From an optimization exercise on the open Yosys and OpenROAD flow, aimed at small area; shortcuts taken in it are not production practice. Function was checked by simulation only, so behaviour that the tests miss may differ from the original. No run shown here takes its clock network from TritonCTS; it comes from the design's own scripts or RTL. The clock port is modelled as an ideal driver, which makes a skipped or thinned clock tree look cheaper than it is; a real chip needs a root buffer or a tree. Power figures rest on the tool's default switching activity, not on a simulated workload.

[design.v]
module ds1302_all_time_rw #(
    parameter sys_clk_freq = 50_000_000,
    parameter ds1302_clk_speed = 200_000
)
(
    input wire sclk,
    input wire nrst,
    input wire set_trig,
    input wire get_trig,
    input wire[63:0] bcd_time_set,
    output reg[63:0] bcd_time_get,
    output wire ds1302_ce,
    output wire ds1302_sclk,
    output wire ds1302_io_out,
    output wire ds1302_io_oe,
    input wire ds1302_io_in
);
reg [5:0] pre;
wire stp = (pre == 6'b100000);
always @(posedge sclk or negedge nrst) begin
    if (!nrst) pre <= 6'b000001;
    else pre <= {pre[4:0], ~(pre[5] ^ pre[4]) ^ stp};
end
reg [4:0] ux;
reg [1:0] gx;
wire [4:0] u = ux ^ 5'b10000;
wire [1:0] g = gx ^ 2'b10;
reg [3:0] q;
reg get;
wire in_xfer = !u[4] || u[0];
wire wait_st = u[4] && !u[0] && g[1] && !g[0];
wire post    = u[4] && !u[0] && !(g[1] && !g[0]);
wire idle    = (q == 4'd0) && u[4] && !u[0] && (g[1] || g[0]);
wire accept  = idle && (set_trig ^ get_trig);
wire start   = wait_st && stp && (q != 4'd0);
always @(posedge sclk or negedge nrst) begin
    if (!nrst) begin
        ux <= 5'd0;
        gx <= 2'b00;
        q <= 4'd0;
    end
    else if (accept) begin
        ux <= 5'd0;
        gx <= 2'b11;
        q <= 4'd9;
    end
    else if (post || (in_xfer && stp)) begin
        gx <= {g[0], ~g[1]} ^ 2'b10;
        if (g[1] && !g[0]) ux <= (u + 1'b1) ^ 5'b10000;
    end
    else if (start) begin
        ux <= 5'd15;
        q <= q - 1'b1;
    end
end
always @(posedge sclk)
    if (idle) get <= get_trig;
wire [2:0] r = q[3] ? 3'd7 : q[2:0];
wire [7:0] cmd = {1'b1, 3'b000, r, get};
wire [7:0] dat = bcd_time_set[{r, 3'b000} +: 8];
assign ds1302_ce     = in_xfer;
assign ds1302_sclk   = !u[4] && g[0] && !(get && u[3:0] == 4'b1111);
assign ds1302_io_oe  = !(get && !u[4] && (u[3] || (u[2:0] == 3'b111 && g == 2'b10)));
assign ds1302_io_out = !u[4] && (u[3] ? dat[u[2:0]] : cmd[u[2:0]]);
wire shift = get && stp && !u[4] && g == 2'b10 &&
             (u[3] ? (u[2:0] != 3'b111) : (u[2:0] == 3'b111));
wire [63:0] shifted;
genvar k;
generate
    for (k = 0; k < 8; k = k + 1) begin : g_byte
        assign shifted[8*k+6 -: 7] = bcd_time_get[8*k+7 -: 7];
        if (k == 0) begin : g_in
            assign shifted[7] = ds1302_io_in;
        end else begin : g_link
            assign shifted[8*k+7] = bcd_time_get[8*k-8];
        end
    end
endgenerate
always @(posedge sclk or negedge nrst) begin
    if (!nrst) bcd_time_get <= 64'd0;
    else if (shift) bcd_time_get <= shifted;
end
endmodule
[flow/run.sh]
#!/bin/bash
# Standard ORFS layout with these changes:
#  - synthesis maps the logic with ABC's area-oriented mapper, keeping the
#    smallest of a few ABC scripts (flow/synth.tcl, flow/abc/);
#  - every input and output port gets the smallest buffer;
#  - CTS inserts no dummy loads, and after CTS the clock tree is rebuilt as one
#    root buffer driving four leaf buffers, each driving the flip-flops of one
#    quarter of the die (flow/clock.tcl).
set -euo pipefail
cd "$(dirname "$0")/.."
W=$PWD
cat >> config.mk <<EOC
export BUFFER_PORTS_ARGS = -buffer_cell sky130_fd_sc_hd__buf_1
export CTS_ARGS = -sink_clustering_enable -repair_clock_nets -dont_use_dummy_load -buf_list sky130_fd_sc_hd__clkbuf_8
export POST_CTS_TCL = $W/flow/clock.tcl
EOC
export CLOCK_ROOT_BUF=sky130_fd_sc_hd__clkbuf_2
export CLOCK_LEAF_BUF=sky130_fd_sc_hd__buf_12
export CLOCK_LEAVES=4
export CLOCK_PORT=sclk
export AREA_ABC_DIR=$W/flow/abc
export FLOW_SYNTH_TCL=$W/synth_recipe.tcl
sed "s|SYNTH_SCRIPT=[^ ]*|SYNTH_SCRIPT=$W/flow/synth.tcl|" standard.sh > own_standard.sh
grep -q "SYNTH_SCRIPT=$W/flow/synth.tcl" own_standard.sh
bash own_standard.sh > own_standard.log 2>&1
[flow/abc/amap.abc]
strash
dch -f
amap
[flow/abc/amap_long.abc]
strash
dch -f
amap -m -F 4 -A 10 -C 1000
[flow/abc/amap_mux.abc]
strash
dch -f
amap -m
[flow/abc/amap_twice.abc]
strash
dch -f
amap -m
strash
dch -f
amap -m
[flow/abc/resyn_amap.abc]
strash
balance
rewrite
refactor
balance
rewrite
rewrite -z
balance
refactor -z
rewrite -z
balance
balance
rewrite
refactor
balance
rewrite
rewrite -z
balance
refactor -z
rewrite -z
balance
dch -f
amap -m
[flow/abc/synch_amap.abc]
strash
&get -n
&synch2
&put
dch -f
amap -m
[flow/clock.tcl]
set block [ord::get_db_block]
set db [ord::get_db]
set port_net [$block findNet $::env(CLOCK_PORT)]
set nleaves $::env(CLOCK_LEAVES)

namespace eval ::clkfix {
  variable old_bufs {}
  variable old_nets {}
  variable sinks {}
}

# the clock buffers CTS inserted, and the clock pins they drive
proc ::clkfix::walk {net} {
  variable old_bufs
  variable old_nets
  variable sinks
  foreach it [$net getITerms] {
    if { [$it getIoType] ne "INPUT" } { continue }
    set inst [$it getInst]
    set m [[$inst getMaster] getName]
    if { [string match "sky130_fd_sc_hd__clkbuf_*" $m] } {
      lappend old_bufs $inst
      set onet [[$inst findITerm X] getNet]
      if { $onet ne "NULL" } {
        lappend old_nets $onet
        ::clkfix::walk $onet
      }
    } else {
      lappend sinks $it
    }
  }
}

proc ::clkfix::center {it} {
  set b [[$it getInst] getBBox]
  return [list [expr {([$b xMin] + [$b xMax]) / 2}] [expr {([$b yMin] + [$b yMax]) / 2}]]
}

proc ::clkfix::split_by {items axis} {
  set keyed {}
  foreach it $items { lappend keyed [list [lindex [::clkfix::center $it] $axis] $it] }
  set keyed [lsort -integer -index 0 $keyed]
  set half [expr {[llength $keyed] / 2}]
  set a {}
  set b {}
  set i 0
  foreach k $keyed {
    if { $i < $half } { lappend a [lindex $k 1] } else { lappend b [lindex $k 1] }
    incr i
  }
  return [list $a $b]
}

# a new buffer or inverter cell, its input on net in, its output on net out
proc ::clkfix::add_cell {block master name in out} {
  set inst [odb::dbInst_create $block $master $name]
  foreach m [$master getMTerms] {
    set sig [$m getSigType]
    if { $sig eq "POWER" || $sig eq "GROUND" } { continue }
    if { [$m getIoType] eq "OUTPUT" } {
      [$inst findITerm [$m getName]] connect $out
    } else {
      [$inst findITerm [$m getName]] connect $in
    }
  }
  return $inst
}

::clkfix::walk $port_net
set sinks $::clkfix::sinks
puts "clock.tcl: [llength $::clkfix::old_bufs] CTS buffers, [llength $sinks] clock sinks"

set groups [list $sinks]
set axis 0
while { [llength $groups] < $nleaves } {
  set next {}
  foreach grp $groups {
    foreach h [::clkfix::split_by $grp $axis] { lappend next $h }
  }
  set groups $next
  set axis [expr {1 - $axis}]
}

foreach inst $::clkfix::old_bufs { odb::dbInst_destroy $inst }
foreach n $::clkfix::old_nets { odb::dbNet_destroy $n }

set port $::env(CLOCK_PORT)
set leaf_in $port_net
if { $::env(CLOCK_ROOT_BUF) ne "" } {
  set leaf_in [odb::dbNet_create $block clknet_root_$port]
  $leaf_in setSigType CLOCK
  set root [::clkfix::add_cell $block [$db findMaster $::env(CLOCK_ROOT_BUF)] \
    clkbuf_root_$port $port_net $leaf_in]
}

set leaf_master [$db findMaster $::env(CLOCK_LEAF_BUF)]
set rx 0
set ry 0
set k 0
foreach grp $groups {
  set net [odb::dbNet_create $block clknet_leaf_${k}_$port]
  $net setSigType CLOCK
  set buf [::clkfix::add_cell $block $leaf_master clkbuf_leaf_${k}_$port $leaf_in $net]
  set sx 0
  set sy 0
  foreach it $grp {
    $it disconnect
    $it connect $net
    lassign [::clkfix::center $it] x y
    set sx [expr {$sx + $x}]
    set sy [expr {$sy + $y}]
  }
  set n [llength $grp]
  set bx [expr {$sx / $n}]
  set by [expr {$sy / $n}]
  $buf setLocation $bx $by
  $buf setPlacementStatus PLACED
  set rx [expr {$rx + $bx}]
  set ry [expr {$ry + $by}]
  puts "clock.tcl: leaf $k drives $n sinks"
  incr k
}
if { $::env(CLOCK_ROOT_BUF) ne "" } {
  $root setLocation [expr {$rx / $k}] [expr {$ry / $k}]
  $root setPlacementStatus PLACED
}

detailed_placement
check_placement -verbose
estimate_parasitics -placement
set worst 0
foreach it $sinks {
  set pin [get_pins [[$it getInst] getName]/[[$it getMTerm] getName]]
  foreach s [get_property $pin slew_max] {
    if { $s > $worst } { set worst $s }
  }
}
puts "clock.tcl: worst clock pin slew (placement estimate) $worst"
[flow/synth.tcl]
# The standard synthesis (synth_recipe.tcl), with ABC's technology mapping
# done for area: each script in flow/abc/ maps the logic with ABC's
# area-oriented mapper (amap) after a different restructuring, and the
# smallest result (by the library's cell areas) is kept. Only the
# combinational logic changes; the flip-flops are mapped before this step.
proc abc {args} {
  set i [lsearch -exact $args -script]
  set lib_args {}
  foreach lib $::env(LIB_FILES) { lappend lib_args -liberty $lib }
  yosys design -save before_abc
  set best ""
  set best_area 0
  foreach script [lsort [glob $::env(AREA_ABC_DIR)/*.abc]] {
    yosys design -load before_abc
    yosys abc {*}[lreplace $args [expr {$i + 1}] [expr {$i + 1}] $script]
    set stat_file $::env(OBJECTS_DIR)/abc_area_[file rootname [file tail $script]].json
    yosys tee -q -o $stat_file stat -json {*}$lib_args
    set f [open $stat_file r]
    set text [read $f]
    close $f
    if { ![regexp {"area":\s*([0-9.eE+-]+)} $text -> area] } {
      error "no area in $stat_file"
    }
    puts "abc script [file tail $script]: area $area"
    if { $best eq "" || $area < $best_area } {
      set best $script
      set best_area $area
    }
  }
  puts "abc: keeping [file tail $best] (area $best_area)"
  yosys design -load before_abc
  yosys abc {*}[lreplace $args [expr {$i + 1}] [expr {$i + 1}] $best]
}
source $::env(FLOW_SYNTH_TCL)
[standard.sh]
#!/bin/bash
# synth_recipe.tcl (not shown) runs the flow's synth.tcl, then flattens the netlist and writes it again
# the make line also repeats each setting of config.mk as NAME=value (left out here)
make -C /OpenROAD-flow-scripts/flow DESIGN_CONFIG=/design/flow/config.mk WORK_HOME=/design/flow/orfs CLKGATE_MAP_FILE= SYNTH_SCRIPT=/design/flow/synth_recipe.tcl "${@:-finish}"
[config.mk]
export PLATFORM = sky130hd
export DESIGN_NAME = ds1302_all_time_rw
export DESIGN_NICKNAME = ds1302_all_time_rw
export VERILOG_FILES = /design/flow/design.v
export SDC_FILE = /design/flow/constraint.sdc
export NUM_CORES = 4
export LEC_CHECK = 0
export CAP_MARGIN = 0
export CORE_MARGIN = 2
export CORE_UTILIZATION = 60
export SLEW_MARGIN = 0
export BUFFER_PORTS_ARGS = -buffer_cell sky130_fd_sc_hd__buf_1
export CTS_ARGS = -sink_clustering_enable -repair_clock_nets -dont_use_dummy_load -buf_list sky130_fd_sc_hd__clkbuf_8
export POST_CTS_TCL = /design/flow/flow/clock.tcl
[constraint.sdc]
create_clock -name core_clock -period 10.0 [get_ports {sclk}]
set_input_delay 2.0000 -clock core_clock [delete_from_list [all_inputs] [get_ports {sclk}]]
set_output_delay 2.0000 -clock core_clock [all_outputs]
set_load 0.01 [all_outputs]
==> results.json, run 1 <==
{
  "dr.first_iter.drc_count": 136,
  "postRouteWirelength_um": 8400,
  "global_route.overflow_total": 0,
  "gpl.final_weighted_congestion": 0.844,
  "post_synth.cell_area_avg_um2": 12.3,
  "timing.final.max_slew_violations": 0,
  "initial_core_util_pct": 62.7,
  "std_cell_rows": 27,
  "areaGrowthSynthToFinish_pct": 21.2,
  "worstHoldEndpoint": "pre[3]$_DFF_PN0_",
  "die_y_um": 80.1,
  "ys_ff_latch": 82,
  "synth_warnings": 1,
  "timing.slew.headroom_pct": 30.8,
  "peak_supply_drop_v": 0.000127,
  "clk_transition_reported_paths_ns": 0.09,
  "worstPathArrival_ns": 3.34,
  "hp-class": "reg2reg",
  "coreArea_um2": 5540,
  "category_of_cells_accounting_for_the_largest_share_of_critical_path_delay": "compound AO/OA/AOI/OAI gates",
  "dpl_cell_area_um2": 4120,
  "finish.net_count": 502,
  "dieWidth_um": 80.1,
  "post_synth_instance_area_um2": 3470,
  "finalSetupViolCount": 0,
  "path_cells": "nor2_1 > buf_4 > clkinv_1 > a221oi_1 > a21oi_1 > o221ai_1 > nand2_1 > a311oi_1 > a311oi_1 > buf_1",
  "worst_hold_path.num_cells": 0,
  "power_density_nw_per_um2": 123,
  "insertion_delay_ns": 0.46,
  "fmaxAchievable_mhz": 187,
  "crit_required_ns": 8.00,
  "layout.area.seq_um2": 2060,
  "fp.dieArea_um2": 6410,
  "detail-route-antenna-nets": 0,
  "post-route-period-util_pct": 53.4,
  "tightestPinTransition_ns": 1.04,
  "r2r_start": "q[3]$_DFFE_PN0P_",
  "slowest_delay_ns": 0.65,
  "dp.final_hpwl_um": 5870,
  "global_route_wire_length_before_repair_um": 13300,
  "post_drt_via_cell_ratio": 6.15,
  "async_sr_flop_fraction_pct": 98.8,
  "grt_start_max_net_pins": 82,
  "cp_slowest_cell": "sky130_fd_sc_hd__clkinv_1",
  "rsz0062_at_grt": "false",
  "synth-edff-count": 1,
  "antennaDiodeCount": 0,
  "drc_errors": 0,
  "ff2ff_setup_slack_ns": 6.59,
  "timing.hold.worst.start": "pre[2]$_DFF_PN0_",
  "combined_area_of_the_multi_input_logic_cells_um2": 1360,
  "final_cell_area_excluding_filler_cells_um2": 4210,
  "timing.max_cap.violations": 0,
  "pin_count": 137,
  "layout.core_utilization_pct": 76.0,
  "end_kind": "primary output",
  "gr-usage-all-layers_pct": 26.0,
  "drt-wirelength-per-cell_um": 16.8,
  "ff2ff_path_depth": 11,
  "n_fill_cell": 400,
  "totalNegativeSetupSlack_ns": 0,
  "final_layout_size_suffix_gt1_share_pct": 2.80,
  "syn-num-nets": 355,
  "reg_to_reg_endpoint": "ux[4]$_DFFE_PN0P_",
  "crit_path_start_kind": "flip-flop",
  "run_status": "timing/DRC/antenna clean",
  "worstSetupPathType": "reg2out",
  "hold_violations": 0,
  "pleak_nw": 1.73,
  "fin_worst_skew_ns": 0.00852,
  "first_global_vias": 2824,
  "ys_seq_area_share_pct": 59.3,
  "critPathMaxFanout": 30,
  "route.vias.total": 3075,
  "post-route-min-period_ns": 5.34,
  "placement.io_buffers": 136,
  "detailedRoute.firstPassIterationCount": 5,
  "number_of_clock_sinks": 82,
  "synth.lib_cells_used.distinct": 32,
  "synth_ff_type": "sky130_fd_sc_hd__dfrtp_1",
  "path_buf_inv": 3,
  "grt_antenna_before_repair": 0,
  "timing.critical_path.mode_cell": "sky130_fd_sc_hd__a311oi_1",
  "syn_inst": 283
}
[per-layer routing]
layer / global-route usage [%] / vias up / share of wire [%]
met5: 0 / - / 0
met4: 4.58 / 0 / 0.81
met3: 5.73 / 7 / 7.6
met2: 44.5 / 107 / 49
met1: 34.9 / 1490 / 42
li1: - / 1471 / -
[registers in the layout (all words and copies together) (netlist names)]
register,count
bcd_time_get,64
get,1
gx,2
pre,6
q,4
ux,5
[layout make-up]
cell class                 count  area share, %
multi-input combinational    181           32.2
sequential                    82           48.9
buffer                         5           2.02
inverter                      20           1.78
tap                           72           2.14
timing repair buffer         140           12.9
[worst register-to-register path, stage by stage (launching register included)]
cell	delay (ns)
sky130_fd_sc_hd__dfrtp_1	0.43
sky130_fd_sc_hd__nor2_1	0.62
sky130_fd_sc_hd__clkinv_1	0.50
sky130_fd_sc_hd__nor2b_1	0.28
sky130_fd_sc_hd__nand2_1	0.07
sky130_fd_sc_hd__a21oi_1	0.20
sky130_fd_sc_hd__o211ai_1	0.22
sky130_fd_sc_hd__clkinv_1	0.22
sky130_fd_sc_hd__o32ai_1	0.23
sky130_fd_sc_hd__nor2_1	0.21
sky130_fd_sc_hd__nor2_1	0.06
sky130_fd_sc_hd__a2111oi_0	0.26
[report_power, final]
group / switching, mW / total (mW) / internal, mW
registers: 0 / 0.332 / 0.332
logic: 0.0128 / 0.0237 / 0.0109
clock network: 0.0960 / 0.160 / 0.0638
[worst max path at each step]
stage | startpoint | endpoint | slack (ns) | cells after the start
after global routing | q[3]$_DFFE_PN0P_ | ds1302_io_out | 4.40 | 10
final | q[3]$_DFFE_PN0P_ | ds1302_io_out | 4.66 | 10
after global placement | bcd_time_set[14] | ds1302_io_out | 4.76 | 8
after detailed placement | bcd_time_set[15] | ds1302_io_out | 4.74 | 8
after floorplan | ux[0]$_DFFE_PN0P_ | bcd_time_get[0]$_DFFE_PN0P_ | 3.96 | 6
[layout by cell type, fill, tap and decap left out, drive strengths merged, types with 2 or more instances in the layout]
cell type | netlist | routed
a211oi | 2 | 2
a21oi | 14 | 14
a221o | 2 | 2
a221oi | 5 | 5
a22oi | 3 | 3
a311oi | 3 | 3
a31oi | 3 | 3
a41oi | 2 | 2
buf | 0 | 143
clkbuf | 0 | 2
clkinv | 20 | 20
dfrtp | 80 | 80
ha | 3 | 3
nand2 | 6 | 6
nand3 | 4 | 4
nor2 | 13 | 13
nor3 | 2 | 2
nor4 | 2 | 2
o21ai | 7 | 7
o221ai | 15 | 15
o22a | 65 | 65
o22ai | 15 | 15
o32ai | 6 | 6
[per-stage QoR]
| step | instances | power (mW) | setup slack (ns) | hold WS [ns] |
|---|---|---|---|---|
| 2_1_floorplan | 283 | 0.345 | 3.96 | 0.354 |
| 3_3_place_gp | 495 | 0.362 | 4.76 | 0.358 |
| 3_5_place_dp | 495 | 0.363 | 4.74 | 0.370 |
| 5_1_grt | 500 | 0.535 | 4.40 | 0.395 |
| 6_report | 500 | 0.516 | 4.66 | 0.395 |
[cells by family (layout without fill, tap and decap cells)]
| family | after synthesis | after routing | share of synthesized area (%) |
|---|---|---|---|
| flops | 82 | 82 | 59.3 |
| buf+inv | 20 | 165 | 2.16 |
| compound gates | 148 | 148 | 33.7 |
| fa+ha+maj | 3 | 3 | 1.08 |
| simple gates | 30 | 30 | 3.82 |
[cells in the mapped netlist (all sizes together), types with 2 or more instances]
master	number	area, µm²
o221ai	15	131
nand3	4	20.0
a211oi	2	15.0
o32ai	6	52.6
clkinv	20	75.1
a311oi	3	26.3
a22oi	3	22.5
o22ai	15	93.8
a21oi	14	70.1
o21ai	7	35.0
nor2	13	48.8
nand2	6	22.5
a41oi	2	17.5
nor3	2	10.0
o22a	65	569
nor4	2	12.5
a221oi	5	43.8
a31oi	3	18.8
dfrtp	80	2000
ha	3	37.5
a221o	2	20.0
==> inputs of run 2 (changes only) <==
--- a/flow/run.sh
+++ b/flow/run.sh
@@ -15,7 +15,7 @@
 export POST_CTS_TCL = $W/flow/clock.tcl
 EOC
 export CLOCK_ROOT_BUF=sky130_fd_sc_hd__clkbuf_2
-export CLOCK_LEAF_BUF=sky130_fd_sc_hd__buf_12
+export CLOCK_LEAF_BUF=sky130_fd_sc_hd__buf_8
 export CLOCK_LEAVES=4
 export CLOCK_PORT=sclk
 export AREA_ABC_DIR=$W/flow/abc
--- a/config.mk
+++ b/config.mk
@@ -5,10 +5,10 @@
 export SDC_FILE = /design/flow/constraint.sdc
 export NUM_CORES = 4
 export LEC_CHECK = 0
-export CAP_MARGIN = 0
+export CAP_MARGIN = 20
 export CORE_MARGIN = 2
 export CORE_UTILIZATION = 60
-export SLEW_MARGIN = 0
+export SLEW_MARGIN = 20
 export BUFFER_PORTS_ARGS = -buffer_cell sky130_fd_sc_hd__buf_1
 export CTS_ARGS = -sink_clustering_enable -repair_clock_nets -dont_use_dummy_load -buf_list sky130_fd_sc_hd__clkbuf_8
 export POST_CTS_TCL = /design/flow/flow/clock.tcl
==> run 2 against run 1 <==
Against the previous run: clock power down 13%; utilization down 0.29 points; power down 4.1%; critical path depth unchanged; hold slack worse by 0.0083 ns; critical path type unchanged.
==> results.json, run 2 <==
{
  "peak_supply_drop_v": 0.000155,
  "reg_to_reg_endpoint": "ux[4]$_DFFE_PN0P_",
  "regMostFlops": "bcd_time_get",
  "fin_worst_skew_ns": 0.0153,
  "synth-edff-count": 1,
  "slowest_delay_ns": 0.65,
  "global_route.overflow_total": 0,
  "std_cell_rows": 27,
  "drt-wirelength-per-cell_um": 16.6,
  "run_status": "timing/DRC/antenna clean",
  "count_of_placed_standard_cells_in_the_final_layout_fillers_left_out": 500,
  "detailedRoute.firstPassIterationCount": 4,
  "ff2ff_path_depth": 11,
  "ff2ff_setup_slack_ns": 6.62,
  "finish.net_count": 502,
  "pleak_nw": 1.73,
  "dp.cells": 495,
  "areaGrowthSynthToFinish_pct": 20.8,
  "path_cells": "nor2_1 > buf_4 > clkinv_1 > a221oi_1 > a21oi_1 > o221ai_1 > nand2_1 > a311oi_1 > a311oi_1 > buf_1",
  "hold_violations": 0,
  "first_global_vias": 2808,
  "category_of_cells_accounting_for_the_largest_share_of_critical_path_delay": "compound AO/OA/AOI/OAI gates",
  "dpl_cell_area_um2": 4120,
  "crit_required_ns": 8.00,
  "synth_warnings": 1,
  "rsz0062_at_grt": "false",
  "timing.final.max_slew_violations": 0,
  "r2r_start": "q[3]$_DFFE_PN0P_",
  "totalPowerFinal_mw": 0.495,
  "fmaxAchievable_mhz": 187,
  "syn_inst": 283,
  "critPathLaunch": "q[3]$_DFFE_PN0P_",
  "layout.area.seq_um2": 2060,
  "ys_top_cells_by_count": "80 x sky130_fd_sc_hd__dfrtp_1, 65 x sky130_fd_sc_hd__o22a_1, 20 x sky130_fd_sc_hd__clkinv_1",
  "clk_transition_reported_paths_ns": 0.12,
  "layout.cells.most_common": "sky130_fd_sc_hd__buf_1",
  "synthDominantAreaCellType": "sky130_fd_sc_hd__dfrtp_1",
  "grt_start_max_net_pins": 82,
  "timing.max_cap.violations": 0,
  "largest_register_ff_count": 64,
  "post_synth.cell_area_avg_um2": 12.3,
  "cp_slowest_cell": "sky130_fd_sc_hd__clkinv_1",
  "dr.first_iter.drc_count": 142,
  "final_layout_size_suffix_gt1_share_pct": 2.80,
  "top_registers": "bcd_time_get (64), pre (6), ux (5)",
  "post-route-min-period_ns": 5.34,
  "worst_hold_path.num_cells": 0,
  "detail-route-antenna-nets": 0,
  "biggest_area_contributors_in_the_synthesized_netlist": "sky130_fd_sc_hd__dfrtp_1 58%, sky130_fd_sc_hd__o22a_1 16%, sky130_fd_sc_hd__o221ai_1 3.8%",
  "dp.final_hpwl_um": 5870,
  "initial_core_util_pct": 62.7,
  "global_route_wire_length_before_repair_um": 13100,
  "combined_area_of_the_multi_input_logic_cells_um2": 1360,
  "finalSetupViolCount": 0,
  "gr-usage-all-layers_pct": 25.7,
  "worstPathArrival_ns": 3.34,
  "ys_seq_area_share_pct": 59.3,
  "worstHoldEndpoint": "pre[3]$_DFF_PN0_",
  "timing.critical_path.mode_cell": "sky130_fd_sc_hd__a311oi_1",
  "layout.core_utilization_pct": 75.7,
  "dieWidth_um": 80.1,
  "hp-class": "reg2reg",
  "die_y_um": 80.1,
  "async_sr_flop_fraction_pct": 98.8,
  "power_density_nw_per_um2": 118,
  "totalNegativeSetupSlack_ns": 0,
  "number_of_clock_sinks": 82,
  "synth_ff_type": "sky130_fd_sc_hd__dfrtp_1",
  "final_cell_area_excluding_filler_cells_um2": 4190,
  "post_drt_via_cell_ratio": 6.13,
  "critPathMaxFanout": 30,
  "post_synth_instance_area_um2": 3470,
  "coreArea_um2": 5540,
  "post-route-period-util_pct": 53.4,
  "route.vias.total": 3065,
  "grt_antenna_before_repair": 0,
  "n_fill_cell": 404,
  "postRouteWirelength_um": 8320,
  "path_buf_inv": 3,
  "ys_ff_latch": 82,
  "placement.io_buffers": 136,
  "synth.lib_cells_used.distinct": 32,
  "most-common-layout-cells": "135 x sky130_fd_sc_hd__buf_1, 80 x sky130_fd_sc_hd__dfrtp_1, 65 x sky130_fd_sc_hd__o22a_1",
  "insertion_delay_ns": 0.45,
  "tightestPinTransition_ns": 0.802,
  "antennaDiodeCount": 0,
  "end_kind": "primary output",
  "crit_path_start_kind": "flip-flop",
  "drc_errors": 0,
  "timing.hold.worst.start": "pre[2]$_DFF_PN0_",
  "worstSetupPathType": "reg2out",
  "yosys.cell_count.top_type": "sky130_fd_sc_hd__dfrtp_1",
  "pin_count": 137,
  "gpl.final_weighted_congestion": 0.844,
  "syn-num-nets": 355,
  "fp.dieArea_um2": 6410,
  "timing.slew.headroom_pct": 46.4,
  "yosys.area.top_type_share_pct": 57.7
}
run 2: cell types whose count changed in the layout (fill, tap and decap cells not counted), sizes merged:
cell / previous run / this run
clkbuf: 2 / 1
buf: 143 / 144
run 2: how the worst max path moves through the flow:
stage               cells after the start                          end
finish                                 10                ds1302_io_out
detailed placement                      8                ds1302_io_out
floorplan                               6  bcd_time_get[0]$_DFFE_PN0P_
global placement                        8                ds1302_io_out
global route                           10                ds1302_io_out
run 2: power breakdown:
| part | total (mW) | switching, mW | internal (mW) | leakage [nW] |
|---|---|---|---|---|
| Clock | 0.139 | 0.0935 | 0.0456 | 0.0338 |
| Sequential | 0.332 | 0 | 0.332 | 1.10 |
| Combinational | 0.0239 | 0.0128 | 0.0111 | 0.596 |
run 2: logic make-up after synthesis:
family	share of synthesized area [%]
fa+ha+maj	1.08
compound gates	33.7
simple gates	3.82
buf+inv	2.16
flops	59.3
run 2: routing by layer:
| layer | wire [µm] | global-route usage, % |
|---|---|---|
| met5 | 0 | 0 |
| met4 | 68 | 4.75 |
| met3 | 634 | 5.17 |
| met2 | 4130 | 43.9 |
| met1 | 3490 | 34.7 |
run 2: metrics by stage:
step | hold slack (ns) | worst slack (ns)
floorplan | 0.354 | 3.96
global placement | 0.358 | 4.76
detailed placement | 0.370 | 4.74
global route | 0.391 | 4.42
finish | 0.387 | 4.66
run 2: area by class of cell:
class | count | share of cell area (%)
Sequential cell | 82 | 49.1
Multi-Input combinational cell | 181 | 32.3
Timing Repair Buffer | 140 | 13.1
Tap cell | 72 | 2.15
Inverter | 20 | 1.79
Buffer | 5 | 1.55
==> inputs of run 3 (changes only) <==
--- a/flow/run.sh
+++ b/flow/run.sh
@@ -15,7 +15,7 @@
 export POST_CTS_TCL = $W/flow/clock.tcl
 EOC
 export CLOCK_ROOT_BUF=sky130_fd_sc_hd__clkbuf_2
-export CLOCK_LEAF_BUF=sky130_fd_sc_hd__buf_8
+export CLOCK_LEAF_BUF=sky130_fd_sc_hd__buf_12
 export CLOCK_LEAVES=4
 export CLOCK_PORT=sclk
 export AREA_ABC_DIR=$W/flow/abc
--- a/config.mk
+++ b/config.mk
@@ -7,7 +7,7 @@
 export LEC_CHECK = 0
 export CAP_MARGIN = 20
 export CORE_MARGIN = 2
-export CORE_UTILIZATION = 60
+export CORE_UTILIZATION = 70
 export SLEW_MARGIN = 20
 export BUFFER_PORTS_ARGS = -buffer_cell sky130_fd_sc_hd__buf_1
 export CTS_ARGS = -sink_clustering_enable -repair_clock_nets -dont_use_dummy_load -buf_list sky130_fd_sc_hd__clkbuf_8
==> run 3 against run 2 <==
Against the previous run: setup slack lost 0.081 ns; critical path depth is the same; synthesized cell count is the same; largest cell class unchanged; routed wire length grew 14%; combinational power grew 5%; via count grew 3.8%; area after synthesis is the same; still clean on timing, DRC and antenna; power grew 4.7%.
==> results.json, run 3 <==
{
  "worstSetupPathType": "reg2out",
  "pleak_nw": 1.75,
  "biggest_area_contributors_in_the_synthesized_netlist": "sky130_fd_sc_hd__dfrtp_1 58%, sky130_fd_sc_hd__o22a_1 16%, sky130_fd_sc_hd__o221ai_1 3.8%",
  "synth_ff_type": "sky130_fd_sc_hd__dfrtp_1",
  "post-route-min-period_ns": 5.42,
  "hold_violations": 0,
  "postRouteWirelength_um": 9470,
  "post_synth_instance_area_um2": 3470,
  "areaGrowthSynthToFinish_pct": 22.1,
  "regMostFlops": "bcd_time_get",
  "combined_area_of_the_multi_input_logic_cells_um2": 1360,
  "dp.final_hpwl_um": 6040,
  "antennaDiodeCount": 0,
  "synth.lib_cells_used.distinct": 32,
  "crit_required_ns": 8.00,
  "synth_warnings": 1,
  "detail-route-antenna-nets": 0,
  "detailedRoute.firstPassIterationCount": 5,
  "synthDominantAreaCellType": "sky130_fd_sc_hd__dfrtp_1",
  "gr-usage-all-layers_pct": 32.4,
  "rsz0062_at_grt": "false",
  "number_of_clock_sinks": 82,
  "peak_supply_drop_v": 0.000167,
  "layout.area.seq_um2": 2060,
  "top_registers": "bcd_time_get (64), pre (6), ux (5)",
  "grt_antenna_before_repair": 0,
  "die_y_um": 74.4,
  "post-route-period-util_pct": 54.2,
  "dieWidth_um": 74.4,
  "drt-wirelength-per-cell_um": 19.1,
  "coreArea_um2": 4750,
  "count_of_placed_standard_cells_in_the_final_layout_fillers_left_out": 497,
  "yosys.area.top_type_share_pct": 57.7,
  "ys_ff_latch": 82,
  "clk_transition_reported_paths_ns": 0.09,
  "finish.net_count": 504,
  "grt_start_max_net_pins": 82,
  "pin_count": 137,
  "insertion_delay_ns": 0.46,
  "layout.cells.most_common": "sky130_fd_sc_hd__buf_1",
  "finalSetupViolCount": 0,
  "run_status": "timing/DRC/antenna clean",
  "timing.max_cap.violations": 0,
  "yosys.cell_count.top_type": "sky130_fd_sc_hd__dfrtp_1",
  "post_drt_via_cell_ratio": 6.40,
  "fin_worst_skew_ns": 0.00662,
  "route.vias.total": 3182,
  "totalNegativeSetupSlack_ns": 0,
  "first_global_vias": 2894,
  "initial_core_util_pct": 73.0,
  "crit_path_start_kind": "flip-flop",
  "wl_met2_um": 5090,
  "hp-class": "reg2reg",
  "gpl.final_weighted_congestion": 0.921,
  "largest_register_ff_count": 64,
  "synth-edff-count": 1,
  "m1WireLength_um": 3500,
  "end_kind": "primary output",
  "syn_inst": 283,
  "hold-worst-slack_ns": 0.397,
  "fp.dieArea_um2": 5540,
  "final_layout_size_suffix_gt1_share_pct": 3.26,
  "fmaxAchievable_mhz": 184,
  "post_synth.cell_area_avg_um2": 12.3,
  "dp.cells": 491,
  "critPathMaxFanout": 30,
  "tightestPinTransition_ns": 0.839,
  "global_route_wire_length_before_repair_um": 13700,
  "most-common-layout-cells": "135 x sky130_fd_sc_hd__buf_1, 80 x sky130_fd_sc_hd__dfrtp_1, 65 x sky130_fd_sc_hd__o22a_1",
  "dr.first_iter.drc_count": 234,
  "dr.max_layer_used": "met4",
  "placement.io_buffers": 136,
  "std_cell_rows": 25,
  "met3RoutedLength_um": 686,
  "totalPowerFinal_mw": 0.518,
  "timing.final.max_slew_violations": 0,
  "global_route.overflow_total": 0,
  "power_density_nw_per_um2": 122,
  "timing.slew.headroom_pct": 43.4,
  "drc_errors": 0,
  "layout.core_utilization_pct": 89.1,
  "n_fill_cell": 220,
  "ys_top_cells_by_count": "80 x sky130_fd_sc_hd__dfrtp_1, 65 x sky130_fd_sc_hd__o22a_1, 20 x sky130_fd_sc_hd__clkinv_1",
  "syn-num-nets": 355,
  "async_sr_flop_fraction_pct": 98.8,
  "worstPathArrival_ns": 3.42,
  "ys_seq_area_share_pct": 59.3
}
==> run 3: worst paths after layout <==
kind	depth (start not counted)	to	slack, ns	from
min in group asynchronous	1	q[0]$_DFFE_PN0P_	1.40	nrst
min	0	pre[3]$_DFF_PN0_	0.40	pre[2]$_DFF_PN0_
max	10	ds1302_io_out	4.58	q[3]$_DFFE_PN0P_
max reg2reg	11	ux[4]$_DFFE_PN0P_	6.73	q[3]$_DFFE_PN0P_
min reg2reg	0	pre[3]$_DFF_PN0_	0.40	pre[2]$_DFF_PN0_
max in group asynchronous	2	pre[0]$_DFF_PN1_	7.98	nrst
==> run 3: where the power goes <==
group / leakage (nW) / internal (mW) / switching (mW)
clock: 0.0417 / 0.0638 / 0.0967
sequential: 1.10 / 0.332 / 0
combinational: 0.613 / 0.0121 / 0.0130
total: 1.75 / 0.408 / 0.110
==> run 3: cells by family after synthesis <==
logic type,synth area share (%)
fa+ha+maj,1.08
buf+inv,2.16
compound gates,33.7
flops,59.3
simple gates,3.82
==> run 3: final cells by class <==
class / count / share of cell area [%]
Multi-Input combinational cell: 181 / 32.0
Buffer: 5 / 2.01
Timing Repair Buffer: 142 / 13.7
Inverter: 20 / 1.77
Tap cell: 67 / 1.98
Sequential cell: 82 / 48.6
==> run 3: layer usage <==
metal | vias to the layer above | global-route usage (%)
li1 | 1473 | -
met1 | 1514 | 40.7
met2 | 175 | 58.7
met3 | 20 | 4.74
met4 | 0 | 9.52
met5 | - | 0
==> run 3: worst max-delay path, cell delays in order, from the launching register on <==
cell                       delay [ns]
sky130_fd_sc_hd__dfrtp_1         0.42
sky130_fd_sc_hd__nor2_1          0.12
sky130_fd_sc_hd__buf_4           0.29
sky130_fd_sc_hd__clkinv_1        0.65
sky130_fd_sc_hd__o221ai_1        0.48
sky130_fd_sc_hd__a21oi_1         0.12
sky130_fd_sc_hd__nor4_1          0.34
sky130_fd_sc_hd__a311oi_1        0.09
sky130_fd_sc_hd__a311oi_1        0.22
sky130_fd_sc_hd__a311oi_1        0.08
sky130_fd_sc_hd__buf_1           0.15
==> run 3: stage by stage <==
stage                     setup WS (ns)  instance area (µm²)
after floorplan                    3.96                 3470
after global placement             4.75                 4130
after detailed placement           4.72                 4130
after global routing               4.39                 4240
final                              4.58                 4240
==> inputs of run 4 (changes only) <==
--- a/config.mk
+++ b/config.mk
@@ -7,7 +7,7 @@
 export LEC_CHECK = 0
 export CAP_MARGIN = 20
 export CORE_MARGIN = 2
-export CORE_UTILIZATION = 70
+export CORE_UTILIZATION = 50
 export SLEW_MARGIN = 20
 export BUFFER_PORTS_ARGS = -buffer_cell sky130_fd_sc_hd__buf_1
 export CTS_ARGS = -sink_clustering_enable -repair_clock_nets -dont_use_dummy_load -buf_list sky130_fd_sc_hd__clkbuf_8
==> run 4 against run 3 <==
Against the previous run: sequential share of layout area is the same; area after synthesis did not move; cell count is 2.6% higher; utilization down 26 points; largest power group unchanged.
==> results.json, run 4 <==
{
  "run_status": "timing/DRC/antenna clean",
  "cp_slowest_cell": "sky130_fd_sc_hd__clkinv_1",
  "crit_path_start_kind": "flip-flop",
  "synth_warnings": 1,
  "dp.final_hpwl_um": 5520,
  "detailedRoute.firstPassIterationCount": 4,
  "combined_area_of_the_multi_input_logic_cells_um2": 1360,
  "largest_register_ff_count": 64,
  "most-common-layout-cells": "135 x sky130_fd_sc_hd__buf_1, 80 x sky130_fd_sc_hd__dfrtp_1, 65 x sky130_fd_sc_hd__o22a_1",
  "ys_ff_latch": 82,
  "tightestPinTransition_ns": 0.796,
  "timing.hold.worst.start": "pre[2]$_DFF_PN0_",
  "timing.max_cap.violations": 0,
  "post-route-min-period_ns": 5.36,
  "n_fill_cell": 595,
  "drt-wirelength-per-cell_um": 15.7,
  "syn_inst": 283,
  "path_cells": "nor2_1 > buf_4 > clkinv_1 > o221ai_1 > a21oi_1 > nor4_1 > a311oi_1 > a311oi_1 > a311oi_1 > buf_1",
  "layout.area.seq_um2": 2060,
  "biggest_area_contributors_in_the_synthesized_netlist": "sky130_fd_sc_hd__dfrtp_1 58%, sky130_fd_sc_hd__o22a_1 16%, sky130_fd_sc_hd__o221ai_1 3.8%",
  "post_synth.cell_area_avg_um2": 12.3,
  "end_kind": "primary output",
  "dominant_combinational_cell_family_by_area_after_synthesis": "compound AO/OA/AOI/OAI gates",
  "global_route_wire_length_before_repair_um": 12400,
  "r2r_start": "q[3]$_DFFE_PN0P_",
  "drc_errors": 0,
  "power_density_nw_per_um2": 122,
  "number_of_clock_sinks": 82,
  "ff2ff_setup_slack_ns": 7.00,
  "synth-compound-area-share_pct": 33.7,
  "timing.final.max_slew_violations": 0,
  "regMostFlops": "bcd_time_get",
  "worstHoldEndpoint": "pre[3]$_DFF_PN0_",
  "std_cell_rows": 30,
  "worst_hold_path.num_cells": 0,
  "ys_seq_area_share_pct": 59.3,
  "post-route-period-util_pct": 53.6,
  "post_drt_via_cell_ratio": 5.87,
  "timing.critical_path.mode_cell": "sky130_fd_sc_hd__a311oi_1",
  "totalPowerFinal_mw": 0.517,
  "synthDominantAreaCellType": "sky130_fd_sc_hd__dfrtp_1",
  "dr.first_iter.drc_count": 151,
  "dieWidth_um": 87.3,
  "synth-xor-area-share_pct": 0,
  "pleak_nw": 1.75,
  "critPathMaxFanout": 30,
  "totalNegativeSetupSlack_ns": 0,
  "global_route.overflow_total": 0,
  "reg_to_reg_endpoint": "ux[4]$_DFFE_PN0P_",
  "insertion_delay_ns": 0.46,
  "yosys-mux-area-fraction_pct": 0,
  "fp.dieArea_um2": 7630,
  "yosys.cell_count.top_type": "sky130_fd_sc_hd__dfrtp_1",
  "gr-usage-all-layers_pct": 19.9,
  "rsz0062_at_grt": "false",
  "timing.slew.headroom_pct": 46.7,
  "layout.cells.most_common": "sky130_fd_sc_hd__buf_1",
  "fin_worst_skew_ns": 0.00565,
  "gpl.final_weighted_congestion": 0.819,
  "coreArea_um2": 6760,
  "postRouteWirelength_um": 7990,
  "detail-route-antenna-nets": 0,
  "ff2ff_path_depth": 11,
  "areaGrowthSynthToFinish_pct": 22.1,
  "worstSetupPathType": "reg2out",
  "die_y_um": 87.3,
  "first_global_vias": 2649,
  "post-place-ws_ns": 4.75,
  "grt_antenna_before_repair": 0,
  "synth-adder-area-share_pct": 1.08,
  "fmaxAchievable_mhz": 187,
  "clk_transition_reported_paths_ns": 0.08,
  "async_sr_flop_fraction_pct": 98.8,
  "synth_ff_type": "sky130_fd_sc_hd__dfrtp_1",
  "synth.lib_cells_used.distinct": 32,
  "route.vias.total": 2996,
  "finalSetupViolCount": 0,
  "yosys.area.top_type_share_pct": 57.7,
  "worstPathArrival_ns": 3.36,
  "setup_ws_ns": 4.64,
  "initial_core_util_pct": 51.4,
  "peak_supply_drop_v": 0.000135,
  "placement.io_buffers": 136,
  "finish.net_count": 504,
  "pin_count": 137,
  "synth-edff-count": 1,
  "antennaDiodeCount": 0,
  "hold_violations": 0,
  "ys_top_cells_by_count": "80 x sky130_fd_sc_hd__dfrtp_1, 65 x sky130_fd_sc_hd__o22a_1, 20 x sky130_fd_sc_hd__clkinv_1",
  "crit_required_ns": 8.00,
  "post_synth_instance_area_um2": 3470,
  "slowest_delay_ns": 0.67,
  "hp-class": "reg2reg",
  "grt_start_max_net_pins": 82,
  "final_layout_size_suffix_gt1_share_pct": 3.26,
  "top_registers": "bcd_time_get (64), pre (6), ux (5)",
  "synth-simple-area-share_pct": 3.82,
  "syn-num-nets": 355
}
-- run 4: cell count changes in the layout (fill, tap and decap cells not counted), sizes merged --
cell and delta:
buf -1, clkbuf +1
-- run 4: routing by layer --
layer	vias up	share of wire (%)	track usage, %
met2	105	47	33.0
li1	1470	-	-
met3	7	7.0	3.41
met5	-	0	0
met1	1414	45	28.1
met4	0	1.3	3.64
-- run 4: power by group --
group | internal [mW] | switching (mW)
sequential | 0.332 | 0
clock | 0.0638 | 0.0957
combinational | 0.0113 | 0.0133
-- run 4: worst max-delay path, delay by kind of cell (launching register included) --
family                 cells  cell delay (ns)
buffers and inverters      3             1.11
AO/OA/AOI/OAI              5             0.93
AND/OR/NAND/NOR            2             0.44
flip-flops                 1             0.42
-- run 4: layout make-up --
type	instances	area share (%)
inverters	20	1.77
repair buffers	142	13.3
multi-input cells	181	32.0
well taps	80	2.36
plain buffers	5	2.01
flip-flops and latches	82	48.6
-- run 4: logic make-up after synthesis --
| group | count (synthesis) |
|---|---|
| compound gates | 148 |
| flops | 82 |
| simple gates | 30 |
| buf+inv | 20 |
| fa+ha+maj | 3 |
-- run 4: how the worst max path moves through the flow --
stage / slack, ns / cells past startpoint / to / startpoint
floorplan: 3.96 / 6 / bcd_time_get[0]$_DFFE_PN0P_ / ux[0]$_DFFE_PN0P_
global placement: 4.79 / 8 / ds1302_io_out / bcd_time_set[14]
detailed placement: 4.75 / 8 / ds1302_io_out / bcd_time_set[54]
global route: 4.36 / 10 / ds1302_io_out / q[3]$_DFFE_PN0P_
finish: 4.64 / 10 / ds1302_io_out / q[3]$_DFFE_PN0P_
-- run 4: through the flow --
stage | util [%] | cell area [µm²] | hold WS (ns) | instances
final | 62.7 | 4240 | 0.384 | 510
after global placement | 61.4 | 4150 | 0.365 | 505
after floorplan | - | 3470 | 0.354 | 283
after detailed placement | 61.4 | 4150 | 0.362 | 505
after global routing | 62.7 | 4240 | 0.391 | 510
==> inputs of run 5 (changes only) <==
--- a/config.mk
+++ b/config.mk
@@ -7,7 +7,7 @@
 export LEC_CHECK = 0
 export CAP_MARGIN = 20
 export CORE_MARGIN = 2
-export CORE_UTILIZATION = 50
+export CORE_UTILIZATION = 60
 export SLEW_MARGIN = 20
 export BUFFER_PORTS_ARGS = -buffer_cell sky130_fd_sc_hd__buf_1
 export CTS_ARGS = -sink_clustering_enable -repair_clock_nets -dont_use_dummy_load -buf_list sky130_fd_sc_hd__clkbuf_8
==> run 5 against run 4 <==
Against the previous run: power about the same; critical path type unchanged; largest power group unchanged; design area about the same; sequential cell count unchanged; global-route usage increased by 6.1 points; setup slack improved by 0.040 ns; register-to-register slack got worse by 0.46 ns; first-iteration DRC count increased by 2.0%; routed wire length increased by 5.6%; cell count decreased by 1.8%; sequential share of layout area about the same.
==> results.json, run 5 <==
{
  "n_fill_cell": 400,
  "layout.cells.most_common": "sky130_fd_sc_hd__buf_1",
  "antennaDiodeCount": 0,
  "power_report.internal_total_mw": 0.408,
  "gpl.final_weighted_congestion": 0.844,
  "syn-num-nets": 355,
  "detail-route-antenna-nets": 0,
  "dp.final_hpwl_um": 5870,
  "rsz0062_at_grt": "false",
  "dr.first_iter.drc_count": 154,
  "synth-edff-count": 1,
  "fmaxAchievable_mhz": 188,
  "ys_seq_area_share_pct": 59.3,
  "final_layout_size_suffix_gt1_share_pct": 3.03,
  "timing.slew.headroom_pct": 46.9,
  "postRouteWirelength_um": 8440,
  "pleak_nw": 1.75,
  "regMostFlops": "bcd_time_get",
  "dpl_cell_area_um2": 4120,
  "gr-usage-all-layers_pct": 26.0,
  "seq_power_share_pct": 64.3,
  "hold_violations": 0,
  "post_synth_instance_area_um2": 3470,
  "areaGrowthSynthToFinish_pct": 22.0,
  "combined_area_of_the_multi_input_logic_cells_um2": 1360,
  "final_cell_area_excluding_filler_cells_um2": 4240,
  "synthDominantAreaCellType": "sky130_fd_sc_hd__dfrtp_1",
  "grt_start_max_net_pins": 82,
  "totalPowerFinal_mw": 0.517,
  "ys_top_cells_by_count": "80 x sky130_fd_sc_hd__dfrtp_1, 65 x sky130_fd_sc_hd__o22a_1, 20 x sky130_fd_sc_hd__clkinv_1",
  "std_cell_rows": 27,
  "run_status": "timing/DRC/antenna clean",
  "finalSetupViolCount": 0,
  "yosys.area.top_type_share_pct": 57.7,
  "insertion_delay_ns": 0.46,
  "synth_ff_type": "sky130_fd_sc_hd__dfrtp_1",
  "global_route_wire_length_before_repair_um": 13300,
  "dieWidth_um": 80.1,
  "fin_worst_skew_ns": 0.00913,
  "coreArea_um2": 5540,
  "p_sw_mw": 0.109,
  "synth.lib_cells_used.distinct": 32,
  "initial_core_util_pct": 62.7,
  "drt-wirelength-per-cell_um": 16.8,
  "most-common-layout-cells": "135 x sky130_fd_sc_hd__buf_1, 80 x sky130_fd_sc_hd__dfrtp_1, 65 x sky130_fd_sc_hd__o22a_1",
  "die_y_um": 80.1,
  "totalNegativeSetupSlack_ns": 0,
  "first_global_vias": 2824,
  "clk_transition_reported_paths_ns": 0.09,
  "power_density_nw_per_um2": 122,
  "syn_inst": 283,
  "top_registers": "bcd_time_get (64), pre (6), ux (5)",
  "grt_antenna_before_repair": 0,
  "synth_warnings": 1,
  "critPathMaxFanout": 30,
  "p_sw_share_pct": 21.0,
  "hp-class": "reg2reg",
  "placement.io_buffers": 136,
  "async_sr_flop_fraction_pct": 98.8,
  "clock_power_share_pct": 30.8,
  "post-route-period-util_pct": 53.2,
  "crit_path_start_kind": "flip-flop",
  "tightestPinTransition_ns": 0.795,
  "route.vias.total": 3078,
  "detailedRoute.firstPassIterationCount": 4,
  "drc_errors": 0,
  "global_route.overflow_total": 0,
  "post-route-min-period_ns": 5.32,
  "timing.final.max_slew_violations": 0,
  "biggest_area_contributors_in_the_synthesized_netlist": "sky130_fd_sc_hd__dfrtp_1 58%, sky130_fd_sc_hd__o22a_1 16%, sky130_fd_sc_hd__o221ai_1 3.8%",
  "peak_supply_drop_v": 0.000127,
  "worstSetupPathType": "reg2out",
  "post_drt_via_cell_ratio": 6.14,
  "crit_required_ns": 8.00,
  "layout.area.seq_um2": 2060,
  "post_synth.cell_area_avg_um2": 12.3,
  "fp.dieArea_um2": 6410,
  "yosys.cell_count.top_type": "sky130_fd_sc_hd__dfrtp_1",
  "p_comb_share_pct": 4.9,
  "finish.net_count": 503,
  "timing.max_cap.violations": 0,
  "pin_count": 137,
  "end_kind": "primary output",
  "worstPathArrival_ns": 3.32,
  "ys_ff_latch": 82,
  "largest_register_ff_count": 64,
  "number_of_clock_sinks": 82
}
-- run 5: worst max-delay path, cell delays in order (launching register included) --
cell and delay [ns]:
sky130_fd_sc_hd__dfrtp_1 0.43, sky130_fd_sc_hd__nor2_1 0.13, sky130_fd_sc_hd__buf_4 0.29, sky130_fd_sc_hd__clkinv_1 0.64, sky130_fd_sc_hd__a221oi_1 0.50, sky130_fd_sc_hd__a21oi_1 0.09, sky130_fd_sc_hd__o221ai_1 0.19, sky130_fd_sc_hd__nand2_1 0.08
sky130_fd_sc_hd__a311oi_1 0.27, sky130_fd_sc_hd__a311oi_1 0.08, sky130_fd_sc_hd__buf_1 0.15
-- run 5: cell type report --
| cell class | count | share of cell area, % |
|---|---|---|
| inverter | 20 | 1.77 |
| multi-input combinational | 181 | 32.0 |
| timing repair buffer | 141 | 13.5 |
| sequential | 82 | 48.6 |
| buffer | 5 | 2.01 |
| tap | 72 | 2.13 |
-- run 5: final timing paths --
path	start	to	slack, ns	depth (start not counted)
max	q[3]$_DFFE_PN0P_	ds1302_io_out	4.68	10
min	pre[2]$_DFF_PN0_	pre[3]$_DFF_PN0_	0.40	0
max reg2reg	q[3]$_DFFE_PN0P_	ux[4]$_DFFE_PN0P_	6.54	11
min reg2reg	pre[2]$_DFF_PN0_	pre[3]$_DFF_PN0_	0.40	0
max in group asynchronous	nrst	bcd_time_get[10]$_DFFE_PN0P_	7.97	2
min in group asynchronous	nrst	pre[3]$_DFF_PN0_	1.46	1
-- run 5: stage by stage --
stage | setup slack (ns) | util (%) | instances | hold slack, ns
global route | 4.40 | 76.5 | 501 | 0.397
finish | 4.68 | 76.5 | 501 | 0.398
detailed placement | 4.74 | 74.4 | 495 | 0.370
global placement | 4.76 | 74.4 | 495 | 0.358
floorplan | 3.96 | - | 283 | 0.354
-- run 5: cell families (layout without fill, tap and decap cells) --
family,count (synthesis),count (layout),synth area share [%]
AND/OR/NAND/NOR,30,30,3.82
flip-flops,82,82,59.3
buffers and inverters,20,166,2.16
AO/OA/AOI/OAI,148,148,33.7
adder cells (fa/ha/maj),3,3,1.08
-- run 5: metal layers --
metal,vias to the layer above,global-route usage [%],share of wire (%)
met5,-,0,0
met4,0,4.58,0.68
met3,5,5.73,7.4
met2,98,44.5,50
met1,1507,34.9,41
li1,1468,-,-
-- run 5: power by group through the flow --
stage	combinational, mW	sequential [mW]	clock, mW
floorplan	0.00694	0.339	0
global placement	0.0238	0.338	0
detailed placement	0.0242	0.338	0
global route	0.0286	0.332	0.176
finish	0.0251	0.332	0.159
==> inputs of run 6 (changes only) <==
--- a/config.mk
+++ b/config.mk
@@ -8,6 +8,7 @@
 export CAP_MARGIN = 20
 export CORE_MARGIN = 2
 export CORE_UTILIZATION = 60
+export GPL_TIMING_DRIVEN = 0
 export SLEW_MARGIN = 20
 export BUFFER_PORTS_ARGS = -buffer_cell sky130_fd_sc_hd__buf_1
 export CTS_ARGS = -sink_clustering_enable -repair_clock_nets -dont_use_dummy_load -buf_list sky130_fd_sc_hd__clkbuf_8
==> run 6 against run 5 <==
Against the previous run: first-iteration DRC count rose by 11%; sequential cell count unchanged; power is 0.26% higher; critical path depth shrank 1; clock skew decreased by 0.0039 ns; clock power barely moved.
==> results.json, run 6 <==
{
  "run_status": "timing/DRC/antenna clean",
  "insertion_delay_ns": 0.46,
  "ys_top_cells_by_count": "80 x sky130_fd_sc_hd__dfrtp_1, 65 x sky130_fd_sc_hd__o22a_1, 20 x sky130_fd_sc_hd__clkinv_1",
  "gpl.final_weighted_congestion": 0.866,
  "grt_start_max_net_pins": 41,
  "dominant_combinational_cell_family_by_area_after_synthesis": "compound AO/OA/AOI/OAI gates",
  "timing.max_cap.violations": 0,
  "synth-compound-area-share_pct": 33.7,
  "areaGrowthSynthToFinish_pct": 24.9,
  "drc_errors": 0,
  "ys_seq_area_share_pct": 59.3,
  "timing.critical_path.mode_cell": "sky130_fd_sc_hd__a311oi_1",
  "power_density_nw_per_um2": 119,
  "hold_violations": 0,
  "die_y_um": 80.1,
  "post_synth.cell_area_avg_um2": 12.3,
  "syn_inst": 283,
  "hold-worst-slack_ns": 0.395,
  "peak_supply_drop_v": 0.000131,
  "rsz0062_at_grt": "false",
  "antennaDiodeCount": 0,
  "synthDominantAreaCellType": "sky130_fd_sc_hd__dfrtp_1",
  "first_global_vias": 2817,
  "synth.lib_cells_used.distinct": 32,
  "hp-class": "reg2reg",
  "worstPathArrival_ns": 3.60,
  "post-route-min-period_ns": 5.60,
  "combined_area_of_the_multi_input_logic_cells_um2": 1360,
  "top_registers": "bcd_time_get (64), pre (6), ux (5)",
  "route.vias.total": 3076,
  "timing.final.max_slew_violations": 0,
  "synth-xor-area-share_pct": 0,
  "placement.io_buffers": 136,
  "initial_core_util_pct": 62.7,
  "layout.cells.most_common": "sky130_fd_sc_hd__buf_1",
  "fp.dieArea_um2": 6410,
  "synth_ff_type": "sky130_fd_sc_hd__dfrtp_1",
  "global_route_wire_length_before_repair_um": 12900,
  "finalSetupViolCount": 0,
  "tightestPinTransition_ns": 0.844,
  "clk_transition_reported_paths_ns": 0.08,
  "totalNegativeSetupSlack_ns": 0,
  "yosys.area.top_type_share_pct": 57.7,
  "fmaxAchievable_mhz": 178,
  "post_drt_via_cell_ratio": 6.12,
  "final_layout_size_suffix_gt1_share_pct": 4.18,
  "async_sr_flop_fraction_pct": 98.8,
  "totalPowerFinal_mw": 0.518,
  "most-common-layout-cells": "135 x sky130_fd_sc_hd__buf_1, 80 x sky130_fd_sc_hd__dfrtp_1, 65 x sky130_fd_sc_hd__o22a_1",
  "dieWidth_um": 80.1,
  "biggest_area_contributors_in_the_synthesized_netlist": "sky130_fd_sc_hd__dfrtp_1 58%, sky130_fd_sc_hd__o22a_1 16%, sky130_fd_sc_hd__o221ai_1 3.8%",
  "ys_ff_latch": 82,
  "global_route.overflow_total": 0,
  "crit_path_start_kind": "flip-flop",
  "crit_required_ns": 8.00,
  "number_of_clock_sinks": 82,
  "synth-edff-count": 1,
  "dr.first_iter.drc_count": 171,
  "dp.final_hpwl_um": 5970,
  "std_cell_rows": 27,
  "regMostFlops": "bcd_time_get",
  "count_of_placed_standard_cells_in_the_final_layout_fillers_left_out": 503,
  "detail-route-antenna-nets": 0,
  "post_synth_instance_area_um2": 3470,
  "critPathMaxFanout": 30,
  "end_kind": "primary output",
  "drt-wirelength-per-cell_um": 16.4,
  "dp.cells": 498,
  "synth-simple-area-share_pct": 3.82,
  "coreArea_um2": 5540,
  "yosys.cell_count.top_type": "sky130_fd_sc_hd__dfrtp_1",
  "timing.slew.headroom_pct": 43.1,
  "pin_count": 137,
  "post-route-period-util_pct": 56.0,
  "pleak_nw": 1.79,
  "slowest_delay_ns": 0.76,
  "n_fill_cell": 399,
  "cp_slowest_cell": "sky130_fd_sc_hd__clkinv_1",
  "postRouteWirelength_um": 8230,
  "grt_antenna_before_repair": 0,
  "finish.net_count": 505,
  "worstSetupPathType": "reg2out",
  "largest_register_ff_count": 64,
  "fin_worst_skew_ns": 0.00525,
  "gr-usage-all-layers_pct": 25.2,
  "yosys-mux-area-fraction_pct": 0,
  "detailedRoute.firstPassIterationCount": 4,
  "synth-adder-area-share_pct": 1.08,
  "setup_ws_ns": 4.40,
  "layout.area.seq_um2": 2060,
  "synth_warnings": 1,
  "syn-num-nets": 355,
  "post-place-ws_ns": 4.67,
  "path_cells": "nor2_2 > clkinv_1 > o221ai_1 > a21oi_1 > nor4_1 > a311oi_1 > a311oi_1 > a311oi_1 > buf_1"
}
[run 6: cell count changes in the layout (fill, tap and decap cells not counted), moves of 2 or more]
cell | before | now
sky130_fd_sc_hd__buf_4 | 5 | 0
sky130_fd_sc_hd__buf_12 | 4 | 7
sky130_fd_sc_hd__buf_16 | 1 | 3
sky130_fd_sc_hd__nor2_1 | 13 | 11
sky130_fd_sc_hd__nor2_2 | 0 | 2
[run 6: layout make-up]
cell class / instances / area share [%]
Sequential cell: 82 / 47.5
Multi-Input combinational cell: 181 / 31.4
Inverter: 20 / 1.76
Buffer: 5 / 1.96
Timing Repair Buffer: 143 / 15.3
Tap cell: 72 / 2.08
[run 6: where the power goes]
group / leakage [nW] / internal [mW] / switching (mW)
clock: 0.0417 / 0.0638 / 0.0949
combinational: 0.651 / 0.0135 / 0.0135
sequential: 1.10 / 0.332 / 0
total: 1.79 / 0.410 / 0.108
[run 6: kinds of logic (layout without fill, tap and decap cells)]
group,Yosys count,count (layout)
AO/OA/AOI/OAI,148,148
adder cells (fa/ha/maj),3,3
buffers and inverters,20,168
flip-flops,82,82
AND/OR/NAND/NOR,30,30
[run 6: critical path: cells and delay by family, from the launching register on]
kind	cells	cell delay, ns
AOI/OAI and AO/OA	5	0.98
buffers and inverters	2	0.90
DFF	1	0.45
and+or+nand+nor	2	0.82
[run 6: worst paths after layout]
check	startpoint	end	slack (ns)	cells past startpoint
max	q[3]$_DFFE_PN0P_	ds1302_io_out	4.40	9
min in group asynchronous	nrst	pre[2]$_DFF_PN0_	1.37	1
max reg2reg	q[3]$_DFFE_PN0P_	ux[4]$_DFFE_PN0P_	6.64	11
min reg2reg	pre[4]$_DFF_PN0_	pre[5]$_DFF_PN0_	0.39	0
min	pre[4]$_DFF_PN0_	pre[5]$_DFF_PN0_	0.39	0
max in group asynchronous	nrst	bcd_time_get[3]$_DFFE_PN0P_	7.85	4
[run 6: layer usage]
metal  global-route usage [%]  part of all wire, %  vias to the layer above
li1                         -                    -                     1471
met1                     33.4                   41                     1479
met2                     43.4                   50                      116
met3                     4.83                  7.6                       10
met4                     5.93                  1.2                        0
met5                        0                    0                        -
[run 6: metrics by stage]
stage | area (µm²) | util (%)
final | 4340 | 78.3
after global routing | 4340 | 78.3
after detailed placement | 4250 | 76.7
after global placement | 4070 | 73.5
after floorplan | 3470 | -
==> inputs of run 7 (changes only) <==
--- a/flow/run.sh
+++ b/flow/run.sh
@@ -14,9 +14,9 @@
 export CTS_ARGS = -sink_clustering_enable -repair_clock_nets -dont_use_dummy_load -buf_list sky130_fd_sc_hd__clkbuf_8
 export POST_CTS_TCL = $W/flow/clock.tcl
 EOC
-export CLOCK_ROOT_BUF=sky130_fd_sc_hd__clkbuf_2
-export CLOCK_LEAF_BUF=sky130_fd_sc_hd__buf_12
-export CLOCK_LEAVES=4
+export CLOCK_ROOT_BUF=sky130_fd_sc_hd__clkbuf_4
+export CLOCK_LEAF_BUF=sky130_fd_sc_hd__buf_4
+export CLOCK_LEAVES=8
 export CLOCK_PORT=sclk
 export AREA_ABC_DIR=$W/flow/abc
 export FLOW_SYNTH_TCL=$W/synth_recipe.tcl
--- a/config.mk
+++ b/config.mk
@@ -8,7 +8,6 @@
 export CAP_MARGIN = 20
 export CORE_MARGIN = 2
 export CORE_UTILIZATION = 60
-export GPL_TIMING_DRIVEN = 0
 export SLEW_MARGIN = 20
 export BUFFER_PORTS_ARGS = -buffer_cell sky130_fd_sc_hd__buf_1
 export CTS_ARGS = -sink_clustering_enable -repair_clock_nets -dont_use_dummy_load -buf_list sky130_fd_sc_hd__clkbuf_8
==> run 7 against run 6 <==
Against the previous run: cell count rose by 0.20%; fmax up 6.6%; sequential cell count unchanged; setup slack better by 0.35 ns; hold slack worse by 0.022 ns; sequential power hardly changed; combinational power shrank 11%; largest power group unchanged; utilization down 2.6 points; clock skew grew 0.018 ns; global-route usage up 0.72 points; still clean on timing, DRC and antenna; area after synthesis did not move.
==> results.json, run 7 <==
{
  "run_status": "timing/DRC/antenna clean",
  "gpl.final_weighted_congestion": 0.844,
  "p_comb_share_pct": 4.9,
  "pleak_nw": 1.74,
  "gr-usage-all-layers_pct": 25.9,
  "dieWidth_um": 80.1,
  "grt_antenna_before_repair": 0,
  "number_of_clock_sinks": 82,
  "insertion_delay_ns": 0.39,
  "hold-worst-slack_ns": 0.372,
  "fp.dieArea_um2": 6410,
  "finalSetupViolCount": 0,
  "post-route-period-util_pct": 52.6,
  "fin_worst_skew_ns": 0.0230,
  "first_global_vias": 2862,
  "tightestPinTransition_ns": 0.789,
  "detail-route-antenna-nets": 0,
  "post-route-min-period_ns": 5.26,
  "end_kind": "primary output",
  "post_synth_instance_area_um2": 3470,
  "clk_transition_reported_paths_ns": 0.11,
  "combined_area_of_the_multi_input_logic_cells_um2": 1360,
  "post_drt_via_cell_ratio": 6.10,
  "grt_start_max_net_pins": 82,
  "top_registers": "bcd_time_get (64), pre (6), ux (5)",
  "synth-xor-area-share_pct": 0,
  "worstPathArrival_ns": 3.26,
  "placement.io_buffers": 136,
  "synthDominantAreaCellType": "sky130_fd_sc_hd__dfrtp_1",
  "dp.final_hpwl_um": 5870,
  "seq_power_share_pct": 67.4,
  "synth_ff_type": "sky130_fd_sc_hd__dfrtp_1",
  "final_layout_size_suffix_gt1_share_pct": 3.70,
  "die_y_um": 80.1,
  "pin_count": 137,
  "layout.area.seq_um2": 2060,
  "drt-wirelength-per-cell_um": 16.6,
  "biggest_area_contributors_in_the_synthesized_netlist": "sky130_fd_sc_hd__dfrtp_1 58%, sky130_fd_sc_hd__o22a_1 16%, sky130_fd_sc_hd__o221ai_1 3.8%",
  "layout.cells.most_common": "sky130_fd_sc_hd__buf_1",
  "peak_supply_drop_v": 0.000113,
  "most-common-layout-cells": "135 x sky130_fd_sc_hd__buf_1, 80 x sky130_fd_sc_hd__dfrtp_1, 65 x sky130_fd_sc_hd__o22a_1",
  "rsz0062_at_grt": "false",
  "dr.first_iter.drc_count": 133,
  "largest_register_ff_count": 64,
  "synth_warnings": 1,
  "global_route_wire_length_before_repair_um": 13200,
  "ys_ff_latch": 82,
  "layout.core_utilization_pct": 75.7,
  "timing.final.max_slew_violations": 0,
  "timing.slew.headroom_pct": 47.2,
  "hp-class": "reg2reg",
  "postRouteWirelength_um": 8370,
  "async_sr_flop_fraction_pct": 98.8,
  "syn_inst": 283,
  "coreArea_um2": 5540,
  "yosys.cell_count.top_type": "sky130_fd_sc_hd__dfrtp_1",
  "detailedRoute.firstPassIterationCount": 4,
  "timing.max_cap.violations": 0,
  "n_fill_cell": 403,
  "synth.lib_cells_used.distinct": 32,
  "final_cell_area_excluding_filler_cells_um2": 4200,
  "synth-adder-area-share_pct": 1.08,
  "p_sw_mw": 0.104,
  "totalPowerFinal_mw": 0.492,
  "p_sw_share_pct": 21.1,
  "antennaDiodeCount": 0,
  "areaGrowthSynthToFinish_pct": 20.8,
  "regMostFlops": "bcd_time_get",
  "dominant_combinational_cell_family_by_area_after_synthesis": "compound AO/OA/AOI/OAI gates",
  "synth-compound-area-share_pct": 33.7,
  "clock_power_share_pct": 27.7,
  "global_route.overflow_total": 0,
  "worstSetupPathType": "reg2out",
  "route.vias.total": 3075,
  "initial_core_util_pct": 62.7,
  "post_synth.cell_area_avg_um2": 12.3,
  "power_density_nw_per_um2": 117,
  "finish.net_count": 506,
  "critPathMaxFanout": 30,
  "totalNegativeSetupSlack_ns": 0,
  "std_cell_rows": 27,
  "crit_required_ns": 8.00,
  "synth-simple-area-share_pct": 3.82,
  "synth-edff-count": 1,
  "power_report.internal_total_mw": 0.388,
  "ys_top_cells_by_count": "80 x sky130_fd_sc_hd__dfrtp_1, 65 x sky130_fd_sc_hd__o22a_1, 20 x sky130_fd_sc_hd__clkinv_1",
  "ys_seq_area_share_pct": 59.3,
  "fmaxAchievable_mhz": 190,
  "yosys-mux-area-fraction_pct": 0,
  "hold_violations": 0,
  "dpl_cell_area_um2": 4120,
  "crit_path_start_kind": "flip-flop",
  "syn-num-nets": 355,
  "drc_errors": 0,
  "yosys.area.top_type_share_pct": 57.7
}
-- run 7: cell counts after synthesis --
Identical to the previous run, type by type.
-- run 7: through the flow --
step / setup WS (ns) / cells
2_1_floorplan: 3.96 / 283
3_3_place_gp: 4.76 / 495
3_5_place_dp: 4.74 / 495
5_1_grt: 4.49 / 504
6_report: 4.74 / 504
-- run 7: worst paths after layout --
path	slack, ns	endpoint	cells after the start	start
setup / recovery	4.74	ds1302_io_out	10	q[3]$_DFFE_PN0P_
setup reg to reg	6.64	ux[4]$_DFFE_PN0P_	11	q[3]$_DFFE_PN0P_
hold / removal	0.37	pre[3]$_DFF_PN0_	0	pre[2]$_DFF_PN0_
hold reg to reg	0.37	pre[3]$_DFF_PN0_	0	pre[2]$_DFF_PN0_
max in group asynchronous	7.88	bcd_time_get[0]$_DFFE_PN0P_	1	nrst
min in group asynchronous	1.63	pre[3]$_DFF_PN0_	1	nrst
-- run 7: routing by layer --
metal / vias up / wire length [µm] / GRT usage [%]
met5: - / 0 / 0
met4: 0 / 57 / 5.25
met3: 6 / 673 / 6.18
met2: 98 / 4170 / 44.5
met1: 1490 / 3480 / 34.0
li1: 1481 / - / -
-- run 7: kinds of logic (layout without fill, tap and decap cells) --
group	count (synthesis)	after routing
buf+inv	20	169
flops	82	82
compound gates	148	148
fa+ha+maj	3	3
simple gates	30	30
-- run 7: worst max-delay path, stage by stage (launching register included) --
cell	delay, ns
sky130_fd_sc_hd__dfrtp_1	0.43
sky130_fd_sc_hd__nor2_1	0.13
sky130_fd_sc_hd__buf_4	0.29
sky130_fd_sc_hd__clkinv_1	0.65
sky130_fd_sc_hd__a221oi_1	0.50
sky130_fd_sc_hd__a21oi_1	0.09
sky130_fd_sc_hd__o221ai_1	0.19
sky130_fd_sc_hd__nand2_1	0.08
sky130_fd_sc_hd__a311oi_1	0.27
sky130_fd_sc_hd__a311oi_1	0.08
sky130_fd_sc_hd__buf_1	0.15
-- run 7: layout make-up --
cell class	instances	area share [%]
plain buffers	9	1.61
inverters	20	1.79
multi-input cells	181	32.3
flip-flops and latches	82	49.1
well taps	72	2.15
repair buffers	140	13.1
-- run 7: power by group through the flow --
stage | clock (mW) | combinational [mW] | sequential (mW)
after floorplan | 0 | 0.00694 | 0.339
after global placement | 0 | 0.0238 | 0.338
after detailed placement | 0 | 0.0242 | 0.338
after global routing | 0.155 | 0.0275 | 0.332
final | 0.137 | 0.0240 | 0.332

Check on run 7: ideal ports give 4.741 ns setup slack; a clkbuf_16 on the clock port and buf_2 on the inputs give 4.716 ns; moving port delays by the midpoint clock arrival (0.400 ns) as well gives 4.725 ns.
